Source: an optimization exercise on an open RTL-to-GDS flow (aim: small area). Production flows keep margins and buffers that such runs may drop. In this exercise RTL edits were held to simulation tests only and were not proved equivalent to the original.

==> design.v <==
`timescale 1ns / 1ps
module AES_Composite_enc(Kin, Din, Dout, Krdy, Drdy, Kvld, Dvld, EN, BSY, CLK, RSTn, cc_out);  
   input  [127:0] Kin;   
   input [127:0]  Din;   
   output [127:0] Dout;  
   input          Krdy;  
   input          Drdy;  
   output         Kvld;  
   output         Dvld;  
   input          EN;    
   output         BSY;   
   input          CLK;   
   input          RSTn;  
   reg [127:0]    dat,key, rkey;
   reg [15:0]      dat0,dat1,dat2,dat3,dat4,dat5,dat6,dat7;   
   wire [127:0]   dat_next,rkey_next;
   wire [15:0] dat_next0;
   reg [79:0]      rnd;  
   reg [7:0]      rcon; 
   reg            sel;   
   reg            Dvld, Kvld, BSY;
   wire           rst;
	reg [79:0]      store;
   reg            m;
   reg [1:0]      n;
   reg [2:0]      k;
   reg [3:0]      l;
   reg [3:0] d;
   reg [7:0] i;  
   (* keep = "true" *) (* s = "true" *) output reg [31:0] cc_out;
   reg [31:0] R;
   wire [31:0] r;
   wire [31:0] b;
	reg [3:0] j;
	reg on;
assign rst = ~RSTn;
aes_core dut1(sel,i,dat,dat0,dat1,dat2,dat3,dat4,dat5,dat6,rkey_next,dat_next,dat_next0); 
KeyExpantion keyexpantion (.kin(rkey), .kout(rkey_next), .rcon(rcon));
always @(posedge CLK or posedge rst) begin
      if (rst)     Dvld <= 0;
      else if (EN) Dvld <= sel;
   end
   always @(posedge CLK or posedge rst) begin
      if (rst) Kvld <= 0;
      else if (EN) Kvld <= Krdy;
   end
   always @(posedge CLK or posedge rst) begin
      if (rst) BSY <= 0;
      else if (EN) BSY <= Drdy || (rnd[79:1] | sel);
   end  
 always@(posedge CLK or posedge rst)
 begin
  if(rst) i<=8'd0; 
  else if (EN) begin
       if(i[7])         i<=8'd1;
       else if(Drdy)    i<=8'd1;
       else if(~rnd[0]) i<={i[6:0],i[7]};
 end
 end
 always @(posedge CLK or posedge rst) begin
      if (rst)     sel <= 0;
      else if (EN) sel <= rnd[79];
   end
 always @(posedge CLK or posedge rst) begin
      if (rst)
      begin
              dat <= 128'h0;
              dat7<=16'h0;
      end
      else if (EN) begin
         if (Drdy)   
         begin             
         dat <= Din ^ Kin;
         end
         else if ((i[7]) && (~rnd[0]|sel)) 
            begin
            dat <= dat_next;   
            dat7<=dat_next0;   
            end
      end
   end
 always @(posedge CLK or posedge rst) begin
      if (rst)                 dat0 <= 16'h0;
      else if (EN) begin
          if ((i[0]) && (~rnd[0]|sel))  dat0 <= dat_next0;   
      end
   end
 always @(posedge CLK or posedge rst) begin
      if (rst)                 dat1 <= 16'h0;
      else if (EN) begin
          if ((i[1]) && (~rnd[0]|sel))  dat1 <= dat_next0; 
      end
   end
 always @(posedge CLK or posedge rst) begin
      if (rst)                 dat2 <= 16'h0;
      else if (EN) begin
          if ((i[2]) && (~rnd[0]|sel))  dat2 <= dat_next0; 
      end
   end
  always @(posedge CLK or posedge rst) begin
      if (rst)                 dat3 <= 16'h0;
      else if (EN) begin
          if ((i[3]) && (~rnd[0]|sel))  dat3<= dat_next0; 
      end
   end
always @(posedge CLK or posedge rst) begin
      if (rst)                 dat4 <= 16'h0;
      else if (EN) begin
          if ((i[4]) && (~rnd[0]|sel))  dat4<= dat_next0; 
      end
   end
always @(posedge CLK or posedge rst) begin
      if (rst)                 dat5 <= 16'h0;
      else if (EN) begin
          if ((i[5]) && (~rnd[0]|sel))  dat5<= dat_next0; 
      end
   end
always @(posedge CLK or posedge rst) begin
      if (rst)                 dat6 <= 16'h0;
      else if (EN) begin
          if ((i[6]) && (~rnd[0]|sel))  dat6<= dat_next0; 
      end
   end
 assign Dout = dat; 
 always @(posedge CLK or posedge rst) begin
      if (rst)     key <= 128'h0;
      else if (EN)
        if (Krdy)  key <= Kin;
   end
   always @(posedge CLK or posedge rst) begin
      if (rst)         rkey <= 128'h0;
      else if (EN) begin
         if (Krdy)        rkey <= Kin;
         else if (rnd[0] && ~on) rkey <= key;
         else if (i[7] && (~rnd[0]|sel)) rkey <= rkey_next;
      end
   end 
 always @(posedge CLK or posedge rst) begin
     if (rst)          rcon <= 8'h01;
     else if (EN) begin
        if (Drdy)    rcon <= 8'h01;
        else if ((i[7])&& ~rnd[0]) rcon <= xtime(rcon);
     end
   end
   function [7:0] xtime;
      input [7:0] x;
      xtime = (x[7]==1'b0)? {x[6:0],1'b0} : {x[6:0],1'b0} ^ 8'h1B;
   endfunction
	always @(posedge CLK or posedge rst) begin
      if (rst)                 m <= 1'b0;
		else if (m!=1'b0)           m <= 1'b0;
      else if (EN && (~store[0]) && (rnd[8] | rnd[72]) && d[0])   m <= 1'b1;
      else m <= 1'b0;
   end
   always @(posedge CLK or posedge rst) begin
      if (rst)                 n <= 2'b00;
		else if (n!=2'd0)           n <= {1'b0,n[1]};
      else if (EN && (~store[0]) && (rnd[8] | rnd[72]) && d[1])   n <= 2'b10;
		else n <= 2'd0;
   end
   always @(posedge CLK or posedge rst) begin
      if (rst)                 k <= 3'b000;
		else if (k!=3'd0)           k <= {1'b0,k[2:1]};    
      else if (EN && (~store[0]) && (rnd[8] | rnd[72]) && d[2])   k <= 3'b100;
		else k <= 3'd0;
   end
   always @(posedge CLK or posedge rst) begin
      if (rst)                 l <= 4'b0000;
		else if (l!=4'd0)           l <= {1'b0,l[3:1]};
      else if (EN && (~store[0]) && (rnd[8] | rnd[72]) && d[2])   l <= 4'b1000;
		else l <= 4'd0;
   end
	always @ (posedge CLK or posedge rst) begin
	   if (rst) on <= 1'b0;
		else if (rnd[8] | rnd[72] && ~store[0]) on <= 1'b1;
		else if ((!m) && (!n) && (!k) && (!l)) on <= 1'b0;
	end
	wire h = (on && (!m) && (!n) && (!k) && (!l));
	always @(posedge CLK or posedge rst) begin
      if (rst)    begin    rnd <= 80'd1;  store <= 80'd1; end
      else if (EN) begin
         if (Drdy)  begin       rnd <= {rnd[78:0], rnd[79]};  store <= 80'd0; end
         else if ((rnd[8] | rnd[72] && ~store[0]) || h)  begin 
                 if(store==80'd0) begin store <= {rnd[78:0], rnd[79]}; rnd <= 80'd1;  end
                 else if ((!m) && (!n) && (!k) && (!l)) begin rnd <= store; store <= 80'd0; end    
         end
			else if(~rnd[0])  rnd <= {rnd[78:0],rnd[79]};
      end
   end
   assign r = R;
   assign b = cc_out;
   always @ (posedge CLK or posedge rst) begin
   if (rst) R <= 32'hffffffff;
	else R <= cc_out;
   end
    always @ (posedge CLK or posedge rst) begin
      if (rst) j <= 4'd0;
		else if (sel) j <= 4'd0;
      else if (i[7]) j <= j + 4'd1;
      else j <= j;
    end
	wire g = ((|rnd[8:0]) || (j == 4'd9)) && BSY;
	always @ (*) begin
     if (rst) cc_out <= R;
     else if (g) begin  
		 case (dat_next0[1:0]%4)
         2'd0: cc_out[31:0] <= (r[0]==0)?(r[31:0]>>1):(r[31:0]<<1)+r[31:0]+32'd1;
         2'd1: cc_out[31:0] <= (r[0]==0)?(r[31:0]>>1):(r[31:0]<<2)+32'd1;
         2'd2: cc_out[31:0] <= (r[0]==0)?(r[31:0]>>1):(r[31:0]<<2)+r[31:0]+32'd1;
         2'd3: cc_out[31:0] <= (r[0]==0)?(r[31:0]>>1):(r[31:0]<<2)+(r[31:0]<<1)+32'd1;
         default: cc_out <= R;
       endcase
     end
     else cc_out <= R;
    end
	 wire [1:0]  p;
    assign p=cc_out%4;
    always@(*) begin
     case(p)
     0: begin d=4'b0001; end
     1: begin d=4'b0010; end
     2: begin d=4'b0100; end
     3: begin d=4'b1000; end
     endcase
	 end
endmodule
module aes_core(sel,i,dat,din0,din1,din2,din3,din4,din5,din6,k,datout,dout);
input sel;
input [7:0]i;
input [15:0] din0,din1,din2,din3,din4,din5,din6;
output reg[15:0] dout;
input [127:0] dat,k;
output [127:0] datout;
reg [15:0] a;
wire [15:0]b;  
wire [127:0]data,data1,data2;
wire [127:0] rx;  
wire [127:0] rs;  
wire [31:0] mx0,mx1,mx2,mx3;  
wire [31:0] my0,my1,my2,my3;  
masoleh f(a,b);
always@(*)begin 
    case(i)
    8'd1: begin
        a<=dat[127:112];
        dout<=b;
    end
    8'd2: begin
        a<=dat[111:96];
        dout<=b;
    end
    8'd4: begin
        a<=dat[95:80];
        dout<=b;
    end
    8'd8: begin
        a<=dat[79:64];
        dout<=b;
    end
    8'd16: begin
        a<=dat[63:48];
        dout<=b;
    end
    8'd32: begin
        a<=dat[47:32];
        dout<=b;
    end
    8'd64: begin
        a<=dat[31:16];
        dout<=b;
    end
    8'd128: begin
        a<=dat[15:0];
        dout<=b;
    end
	 default: begin
	     a<=dat[15:0];
        dout<=b;
	 end
    endcase
end
row_shift f17(rx,rs);
MixColumns f18(mx0,my0);
MixColumns f19(mx1,my1);
MixColumns f20(mx2,my2);
MixColumns f21(mx3,my3);
 assign data={din0,din1,din2,din3,din4,din5,din6,b};
 assign rx=data;
 assign data1=rs;
 assign {mx0,mx1,mx2,mx3}=data1;
 assign data2={my0,my1,my2,my3};
 assign datout=(sel)?data1^k:data2^k;
endmodule
module MixColumns(x, y);
   input  [31:0]  x;
   output [31:0]  y;
   wire [7:0]    a0, a1, a2, a3;
   wire [7:0]    b0, b1, b2, b3;
   assign a0 = x[31:24];
   assign a1 = x[23:16];
   assign a2 = x[15: 8];
   assign a3 = x[ 7: 0];
   assign b0 = xtime(a0);
   assign b1 = xtime(a1);
   assign b2 = xtime(a2);
   assign b3 = xtime(a3);
   assign y[31:24] =    b0 ^ a1^b1 ^ a2    ^ a3;
   assign y[23:16] = a0        ^b1 ^ a2^b2 ^ a3;
   assign y[15: 8] = a0    ^ a1        ^b2 ^ a3^b3;
   assign y[ 7: 0] = a0^b0 ^ a1    ^ a2        ^b3;
   function [7:0] xtime;
      input [7:0] x;
      xtime = (x[7]==1'b0)? {x[6:0],1'b0} : {x[6:0],1'b0} ^ 8'h1B;
   endfunction
endmodule  
module KeyExpantion (kin, kout, rcon);
   input [127:0]  kin;
   output [127:0] kout;
   input [7:0] 	  rcon;
   wire [31:0]   ws,wr, w0, w1, w2, w3;
   wire [15:0] ws1,ws2;
   masoleh max1({kin[23:16],kin[15:8]},ws1);
   masoleh max2({kin[7:0],kin[31:24]},ws2);
   assign ws={ws1,ws2};
   assign wr = {(ws[31:24] ^ rcon), ws[23:0]};
   assign w0 = wr ^ kin[127:96];
   assign w1 = w0 ^ kin[95:64];
   assign w2 = w1 ^ kin[63:32];
   assign w3 = w2 ^ kin[31:0];
   assign kout = {w0, w1, w2, w3};
endmodule  
module masoleh(x,y);  
input [15:0] x;
output [15:0] y;
wire [7:0] byte_in1, byte_in2;
wire [7:0] byte_out1, byte_out2;
assign byte_in1 = x[15:8];
assign byte_in2 = x[7:0];
Newlight_sbox cm1(byte_in1, byte_out1);
Newlight_sbox cm2(byte_in2, byte_out2);
assign y = {byte_out1, byte_out2};
endmodule
module Newlight_sbox( input [7:0] g,
                      output [7:0] s
    );
wire y1,y2,y3,y4,y5,y6,y7,y8,y9,y10,y11,y12,y13,y14,y15,y16,y17,y18;
wire l1,l2,l3,l4;
wire x1,x2,x3,x4;
wire r1,r2,r3,r4,r5,r6,r7,r8,r9,r10,r11,r12;
In_tf m1 (.g(g),.a0(y1),.a1(y2),.a2(y3),.a3(y4),.b0(y5),.b1(y6),.b2(y7),.b3(y8),
          .a01(y9),.a02(y10),.a13(y11),.a23(y12),.ap(y13),.b01(y14),.b02(y15),.b13(y16),.b23(y17),.bp(y18)   );
expo_comp m2 (.a0(y1) ,.a1(y2),.a2(y3),.a3(y4),.b0(y5),.b1(y6),.b2(y7),.b3(y8),
           .a01(y9),.a02(y10),.a13(y11),.a23(y12),.ap(y13),.b01(y14),.b02(y15),.b13(y16),.b23(y17),.bp(y18),.d0(l1),.d1(l2),.d2(l3),.d3(l4));
Inv_4 m3 (   .d0(l1),.d1(l2),.d2(l3),.d3(l4),.e0(x1),.e1(x2),.e2(x3),.e3(x4)  );
mul_out m4 ( .e0(x1),.e1(x2),.e2(x3),.e3(x4),.a0(y1),.a1(y2),.a2(y3),.a3(y4),.b0(y5),.b1(y6),.b2(y7),.b3(y8),
             .a01(y9),.a02(y10),.a13(y11),.a23(y12),.ap(y13),.b01(y14),.b02(y15),.b13(y16),.b23(y17),.bp(y18),
             .w0(r1),.w1(r2),.w2(r3),.w3(r4),.w4(r5),.w5(r6),.z0(r7),.z1(r8),.z2(r9),.z3(r10),.z4(r11),.z5(r12) );
out_tf m5 (  .w0(r1),.w1(r2),.w2(r3),.w3(r4),.w4(r5),.w5(r6),.z0(r7),.z1(r8),.z2(r9),.z3(r10),.z4(r11),.z5(r12),.s(s));            
endmodule
module In_tf(input [7:0] g,
             output a0,a1,a2,a3,b0,b1,b2,b3,
             output a01,a02,a13,a23,ap,b01,b02,b13,b23,bp
             );
             wire t0,t1;
assign a0 = b3^g[4];
assign a1 = a13^a3;
assign a2 = b3^g[7];
assign a3 = b3^g[1];
assign b0 = g[0];
assign b1 = b01^g[0];
assign b2 = b0^b02;
assign b3 = b23^b2;
assign a01 = a23^ap;
assign a02 = g[7]^g[4];
assign a13 = g[7]^g[2];
assign a23 = g[7]^g[1];
assign ap = g[4]^g[2];
assign b01 = t0^a01;
assign b02 = t1^g[6];
assign b13 = b02^bp;
assign b23 = t1^g[5];
assign bp = b23^b01;
assign t0 = g[3]^g[2];
assign t1 = t0^g[1]; 
endmodule
module expo_comp( input a0,a1,a2,a3,b0,b1,b2,b3,a01,a02,a13,a23,ap,b01,b02,b13,b23,bp,
                  output d0,d1,d2,d3  );
assign d0 = ~(a01&b01)^(~(a02&b02))^(~(a0&b0))^(~(a13|b13));
assign d1 = ~(a01&b01)^(~(a02|b02))^(~(a1&b1))^(~(ap&bp));
assign d2 = ~(a2|b2)^(~(a13&b13))^(~(a23&b23))^(~(a02&b02));
assign d3 = ~(a3&b3)^(~(ap&bp))^(~(a23|b23))^(~(a02&b02));                 
endmodule
module Inv_4( input d0,d1,d2,d3,
              output e0,e1,e2,e3 );
   assign e0 = d3&(d0^d1) | d2&((~d0)|d3);
   assign e1 = (~d2)&d3&(d0^~d1) | d2&(d1|(~d3));           
   assign e2 = d1&(d2^d3) | d0&((~d2)|d1);   
   assign e3 = (~d0)&d1&(d2^~d3) | d0&(d3 | (~d1));       
endmodule
module mul_out( input a0,a1,a2,a3,b0,b1,b2,b3,a01,a02,a13,a23,ap,b01,b02,b13,b23,bp,
                      e0,e1,e2,e3,
                output w0,w1,w2,w3,w4,w5,
                output z0,z1,z2,z3,z4,z5      
    );
  wire e02,e13;
assign  e02 = e0^e2;
assign  e13 = e1^e3;
assign w0 = ~(b1&e0)^(~(b01&e1)); 
assign w1 = ~(b0&e1)^(~(b01&e0));
assign w2 = ~(b3&e2)^(~(b23&e3));
assign w3 = ~(b2&e3)^(~(b23&e2));
assign w4 = ~(b13&e13)^(~(b02&e02));
assign w5 = ~(bp&e13)^(~(b13&e02));
assign z0 = ~(a1&e0)^(~(a01&e1));
assign z1 = ~(a0&e1)^(~(a01&e0));
assign z2 = ~(a3&e2)^(~(a23&e3));
assign z3 = ~(a2&e3)^(~(a23&e2));
assign z4 = ~(a13&e13)^(~(a02&e02));
assign z5 = ~(ap&e13)^(~(a13&e02));   
endmodule
module out_tf( input w0,w1,w2,w3,w4,w5,
               input z0,z1,z2,z3,z4,z5,
               output [7:0] s
                                         );
 wire t2,t3,t4,t5,t6;                                        
 assign t2 = w3^z1^z5;                                        
 assign t3 = w0^w2;
 assign t4 = w3^w5;
 assign t5 = w0^w4;  
 assign t6 = t5^z2;
 assign s[7] = t2^w5;
 assign s[6] = t4^~s[4];
 assign s[5] = t6^~z4;
 assign s[4] = t2^w1;
 assign s[3] = t3^s[4];
 assign s[2] = t6^z0^s[7];
 assign s[1] = t5^t4^s[0];
 assign s[0] = ~(t3^z3^z5);
endmodule
module row_shift(sb,rs);
input [127:0] sb;
output reg [127:0] rs;
always@(sb)
begin
       rs[127:120] = sb[127:120];  
       rs[119:112] = sb[87:80];  
       rs[111:104] = sb[47:40];  
       rs[103:96]  = sb[7:0];    
       rs[95:88]   = sb[95:88];  
       rs[87:80]   = sb[55:48];  
       rs[79:72]   = sb[15:8];   
       rs[71:64]   = sb[103:96]; 
       rs[63:56]   = sb[63:56];  
       rs[55:48]   = sb[23:16];  
       rs[47:40]   = sb[111:104]; 
       rs[39:32]   = sb[71:64];  
       rs[31:24]   = sb[31:24];  
       rs[23:16]   = sb[119:112];  
       rs[15:8]    = sb[79:72];  
       rs[7:0]     = sb[39:32];  
end                 
endmodule
==> run.sh <==
#!/bin/bash
# synth_recipe.tcl (not shown) runs the flow's synth.tcl, then flattens the netlist and writes it again
# the make line also repeats each setting of config.mk as NAME=value (left out here)
make -C /OpenROAD-flow-scripts/flow DESIGN_CONFIG=/design/flow/config.mk WORK_HOME=/design/flow/orfs CLKGATE_MAP_FILE= SYNTH_SCRIPT=/design/flow/synth_recipe.tcl finish
==> config.mk <==
export PLATFORM = sky130hd
export DESIGN_NAME = AES_Composite_enc
export DESIGN_NICKNAME = AES_Composite_enc
export VERILOG_FILES = /design/flow/design.v
export SDC_FILE = /design/flow/constraint.sdc
export NUM_CORES = 4
export LEC_CHECK = 0
export CAP_MARGIN = 20
export CORE_MARGIN = 2
export CORE_UTILIZATION = 40
export SLEW_MARGIN = 20
==> constraint.sdc <==
create_clock -name core_clock -period 14.0 [get_ports {CLK}]
set_input_delay 2.8000 -clock core_clock [delete_from_list [all_inputs] [get_ports {CLK}]]
set_output_delay 2.8000 -clock core_clock [all_outputs]
set_load 0.01 [all_outputs]
==> notes.md <==
[state kept, by name (all words and copies together), names as in the netlist, 32 cells and up]
signal  flops
key       128
rkey      128
store      80
dat       128
rnd        80
R          32
[how the worst max path moves through the flow]
stage                     cells past startpoint  slack, ns  start         end
after CTS                                    39      0.004   i[3]  cc_out[23]
after detailed placement                     39       0.63   i[2]  cc_out[23]
after global routing                         40       0.01   i[4]  cc_out[23]
final                                        39       0.66   i[4]  cc_out[16]
after floorplan                              39       2.38   i[1]  cc_out[16]
after global placement                       39       0.64   i[2]  cc_out[23]
[critical path, delay by kind of cell, from the launching register on]
kind / cells / cell delay, ns
flops: 1 / 0.49
fa+ha+maj: 3 / 0.96
simple gates: 8 / 2.72
compound gates: 12 / 2.06
buf+inv: 7 / 1.28
mux: 1 / 0.50
xor+xnor: 8 / 1.78
[per-layer routing]
metal | track usage, % | share of wire (%)
met2 | 46.05 | 41
met4 | 10.59 | 3.4
met5 | 0 | 0.040
met1 | 47.89 | 44
met3 | 9.792 | 12
[metrics by stage]
step	instance area, um2	setup WS [ns]	util [%]	cells
CTS	62940	0.003821	47.04	8447
global placement	59690	0.6387	44.61	8281
global route	63000	0.01468	47.09	8450
detailed placement	59720	0.6337	44.64	8282
floorplan	54010	2.382	-	6466
finish	63030	0.6555	47.11	8459
[layout make-up]
| type | count | area, um2 |
|---|---|---|
| Multi-Input combinational cell | 5156 | 33820 |
| Tap cell | 1768 | 2212 |
| Fill cell | 13060 | 70770 |
| Sequential cell | 723 | 18140 |
| Clock inverter | 34 | 528.0 |
| Timing Repair Buffer | 561 | 5339 |
| Clock buffer | 131 | 2675 |
| Antenna cell | 10 | 25.02 |
| Inverter | 76 | 285.3 |
[cell families after synthesis]
logic type	share of synthesized area, %
AO/OA/AOI/OAI	19.47
XOR/XNOR	21.51
adder cells (fa/ha/maj)	2.228
buffers and inverters	4.195
flip-flops	33.58
multiplexers	4.047
AND/OR/NAND/NOR	14.97
[layout by cell type (no fill, tap or decap), types with 17 or more instances in the layout]
cell               n
a211oi_1         101
a21o_1            40
a21oi_1          503
a221oi_1          17
a22oi_1          105
a31oi_1           17
and2_1            21
and3_1            47
buf_4            133
clkbuf_16         89
clkbuf_8          31
clkdlybuf4s50_1  419
dfrtp_1          684
dfstp_2           35
ha_1              92
inv_1             72
mux2_2           145
mux2i_1           53
nand2_1          930
nand2b_1          27
nand3_1           47
nand3b_1          43
nand4_1           35
nor2_1           445
nor2b_1           25
nor3_1            61
nor4_1            54
o211ai_1          18
o21ai_0          707
o21ai_1           44
o21bai_1          23
o22ai_1           21
or3_1             26
xnor2_1          850
xnor2_2           20
xnor3_1           32
xor2_1           327
[timing repair]
action                                  in CTS  in global routing
buffers inserted                             0                  2
gates resized for setup                      2                 12
pin swaps                                    0                  1
endpoints found under the setup margin       8                 21
==> results.cfg <==
[outcome]
status = finished clean

[worst_hold_path]
worst_hold_startpoint = l[1]
hp-class = reg -> reg
min_path_cells = 0
hold_end = l[0]

[setup_path]
critical_path_class = reg -> out
crit_path_end_kind = output pin
max_stage_delay_ns = 0.69
start_kind = flop
reg2reg_slack_ns = 3.28
crit_required_ns = 11.20
r2r-start = rkey[15]
critical-path-slowest-cell = or4_4
reg2reg_depth = 22
cp_data_arrival_time_ns = 10.54
cp_common_cell = xnor2_1
r2r-end = dat[23]
cp_max_fo = 15

[cts]
root_buffer = clkbuf_16
cts.path.max_buffers = 3
cts_hold_buf = 0
clock_sinks = 723
clk_latency_ns = 0.74
path_clk_slew_ns = 0.06
cts_tree = done
cts_max_level = 3
cts_buffers = 89

[final_layout]
synthToLayoutAreaGrowth_pct = 16.69
fin_nets = 6963
drive_above_1_share_pct = 8.861

[timing]
setup_viol = 0
finalCritPeriodShare_pct = 95.32
tightest_slew_ns = 1.300
period_needed_ns = 13.34
clock_skew_ns = 0.07808
rsz0062_at_grt = false
timing.fmax_ghz = 0.07494
finalHoldViolations = 0
fin_setup_tns_ns = 0
timing.hold.ws_ns = 0.3840
slew_headroom_pct = 12.74
drv_slew = 0

[synthesis]
synth_top_area_cell = dfrtp_1
synth_edf_count = 0
ys_warn_count = 4
synth_cell_types = 112
synth_nets = 6822
syn_area_um2 = 54010
synth_commonest_cells = nand2_1 (932), xnor2_1 (860), o21ai_0 (708)
async_flop_share_pct = 100.0
yosysSeqAreaShare_pct = 33.58
synth_most_common_cell = nand2_1
ys_ff_latch = 723
synth.avg_cell_area_um2 = 8.353
synthCells = 6466
synth-main-ff-cell = dfrtp_1
yosys.area.top_type_share_pct = 31.87
synthTopCellsByArea = dfrtp_1 (32%), xnor2_1 (14%), o21ai_0 (6.6%), nand2_1 (6.5%), xor2_1 (5.3%)

[global_routing]
grt_pass1_vias = 45410
antenna_found_initial = 34
grt_overflow_total = 0
grt_pass1_wl_um = 329800
grt_use_total_pct = 32.87
grt_max_degree = 196

[flow_run]
max_cap_violations = 0

[drt]
drt_pass1_iterations = 6
vias = 49590
routedWlPerCell_um = 27.41
drt-initial-drc-count = 6159
drt_wl_total_um = 231800
drtAntennaViolNets = 0
drcViolationCount = 0
routed_via_density = 5.862

[floorplan]
chipHeight_um = 371.5
die_area_um2 = 138000
start_util_pct = 40.37
rows = 134
die_w_um = 371.5
io_pins = 424
core_um2 = 133800

[placement]
port_buffers = 423
gp_congestion = 0.9915
dp_hpwl_um = 178400

## separate check: timing with driven ports
The results above use ideal ports. As a check the final layout listed here was re-extracted and re-timed, cells and wires unchanged. Step 1 assumes that a clkbuf_16 drives the clock port and a buf_2 every other input. Step 2, shift: input delay + t, output delay - t, t = (earliest + latest rising clock arrival at the registers) / 2. This alone moves slack from input paths to output paths. Slacks: ideal / step 1 / step 2; pairs: ideal / step 1.
shift t [ns]: 0.784
setup slack, ns: 0.656 / 0.578 / 1.362
worst hold slack (ns): 0.384 / 0.384 / 0.384
worst setup path after step 2: register to output
cell pins on the clock port's net: 1
After both steps this run still meets setup and hold. The setup slack of this run moves by -0.078 ns with the drivers and by +0.706 ns with both steps.
